This design comes from an exercise in tuning for small area and a short achievable clock period on the open sky130 flow, not from production work.
Only simulation tests tie the RTL to the original design; equivalence was not proved.
Power and IR drop assume default switching activity.

==> job 4233: inputs <==
Design fir_15, start of the top module:
module fir_15 #
  (
    parameter integer C_S00_AXIS_TDATA_WIDTH  = 32,
    parameter integer C_M00_AXIS_TDATA_WIDTH  = 32
  )
  (
  input wire  s00_axis_aclk, s00_axis_aresetn,
  input wire  s00_axis_tlast, s00_axis_tvalid,
  input wire [C_S00_AXIS_TDATA_WIDTH-1 : 0] s00_axis_tdata,
  input wire [(C_S00_AXIS_TDATA_WIDTH/8)-1: 0] s00_axis_tstrb,
  output logic  s00_axis_tready,
  input wire  m00_axis_tready,
  output logic  m00_axis_tvalid, m00_axis_tlast,
  output logic [C_M00_AXIS_TDATA_WIDTH-1 : 0] m00_axis_tdata,
  output logic [(C_M00_AXIS_TDATA_WIDTH/8)-1: 0] m00_axis_tstrb
  );
export LEC_CHECK = 0
export CAP_MARGIN = 20
export CORE_MARGIN = 2
export CORE_UTILIZATION = 50
export CTS_BUF_LIST = sky130_fd_sc_hd__clkbuf_8
export SETUP_SLACK_MARGIN = 3.7
export SLEW_MARGIN = 20
export SYNTH_HIERARCHICAL = 1
export SYNTH_MINIMUM_KEEP_SIZE = 0
create_clock -name core_clock -period 7.5 [get_ports {s00_axis_aclk}]
standard.sh (not shown) runs the stock make flow with config.mk's settings and CLKGATE_MAP_FILE= SYNTH_SCRIPT=/design/flow/synth_recipe.tcl, a recipe that flattens the netlist after the stock synthesis.
==> flow/flow/run.sh <==
#!/bin/bash
# The standard layout (the standard.sh, unchanged synthesis and steps), except that
# the port buffers that global placement inserts are plain sky130_fd_sc_hd__buf_4 cells.
# make's full output goes to standard.log here; each ORFS step keeps its own log under orfs/logs/.
set -euo pipefail
export BUFFER_PORTS_ARGS="-buffer_cell sky130_fd_sc_hd__buf_4"
bash standard.sh > standard.log 2>&1
==> job 6786 (differences from job 4233) <==
- CTS_BUF_LIST: sky130_fd_sc_hd__clkbuf_8 -> unset
- SETUP_SLACK_MARGIN: 3.7 -> 4.0
==> job 9760 (differences from job 4233) <==
==> flow/run.sh (new file) <==
#!/bin/bash
# synth_recipe.tcl (not shown) runs the flow's synth.tcl, then flattens the netlist and writes it again
# the make line also repeats each setting of config.mk as NAME=value (left out here)
make -C /OpenROAD-flow-scripts/flow DESIGN_CONFIG=/design/flow/config.mk WORK_HOME=/design/flow/orfs CLKGATE_MAP_FILE= SYNTH_SCRIPT=/design/flow/synth_recipe.tcl finish
- CTS_BUF_LIST: sky130_fd_sc_hd__clkbuf_8 -> unset
- SETUP_SLACK_MARGIN: 3.7 -> 4.0
removed: flow/flow/run.sh
removed: flow/standard.sh
==> notes.md <==
The highest clock skew belongs to job 4233, the lowest to job 6786.
The lowest first-iteration DRC count belongs to job 9760, the highest to job 6786.
Area after synthesis is the same in job 4233 and job 6786.
In job 9760 the utilization is higher than in job 4233, by 1.8 points.
Worst setup slack: job 6786 is higher than job 4233 (0.061 ns).
Cell count, lowest first: job 6786, job 9760, job 4233.
The lowest combinational power belongs to job 4233, the highest to job 9760.
==> figures <==
|  | job 9760 | job 6786 | job 4233 |
|---|---|---|---|
| Number of iterations in the first detailed-routing pass | 5 | 6 | 5 |
| Post-CTS Setup Bufs | 29 | 25 | 5 |
| Hold slack | 0.487 ns | 0.491 ns | 0.491 ns |
| Clock buffers and inverters, area share | 6.17% | 5.87% | 5.59% |
| Proportion of power drawn by combinational gates | 28.9% | 28.3% | 27.9% |
| CP Class | in2reg | reg2reg | reg2out |
| Fraction of layout cells with a size suffix above 1 | 11.3% | 12.0% | 10.9% |
| Clock latency reported for the late side of the worst-skew pair | 0.63 ns | 0.62 ns | 0.74 ns |
| Result of the run | finished clean | finished clean | finished clean |
| Cell repeated most along the worst path | sky130_fd_sc_hd__fa_2 | sky130_fd_sc_hd__fa_1 | - |
| Detail-routed net length per standard cell | 18.1 µm | 18.0 µm | 17.8 µm |
| Via count | 22692 | 22631 | 22612 |
| Endpoint with the worst hold slack | y3[4] | l[3] | y2[10] |
| Worst Skew | 0.0220 ns | 0.0188 ns | 0.0321 ns |
| Storage element area | 13700 µm² | 13700 µm² | 13700 µm² |
| Initial antenna violation count | 1 | 3 | 4 |

## what the ideal ports hide
How much do the figures lean on ideal ports? The routed layouts below were timed once more, with nothing changed but the port constraints.
Step 1 (the two cells are an assumption about what drives the block):
set clk [get_ports {s00_axis_aclk}]
set_driving_cell -lib_cell sky130_fd_sc_hd__clkbuf_16 $clk
set_driving_cell -lib_cell sky130_fd_sc_hd__buf_2 [delete_from_list [all_inputs] $clk]
Step 2, shift: input delay + t, output delay - t, t = (earliest + latest rising clock arrival at the registers) / 2. This alone moves slack from input paths to output paths.
a / b / c = no drivers / after step 1 / after step 2; a / b = the first two.
run | t, ns | slack for setup (ns) | worst register clock-pin slew, ns | worst slew at a driven data input, ns | cell pins on the clock port's net
job 4233 | 0.781 | 3.820 / 3.759 / 3.173 | 0.06 / 0.06 | 0.10 | 1
job 6786 | 0.673 | 3.880 / 3.880 / 3.324 | 0.06 / 0.06 | 0.13 | 1
job 9760 | 0.685 | 3.900 / 3.846 / 3.261 | 0.06 / 0.06 | 0.16 | 1
After both steps every run listed still meets setup and hold. For job 4233, which loses most, drivers alone change the setup slack by -0.061 ns; drivers and shift together by -0.647 ns.
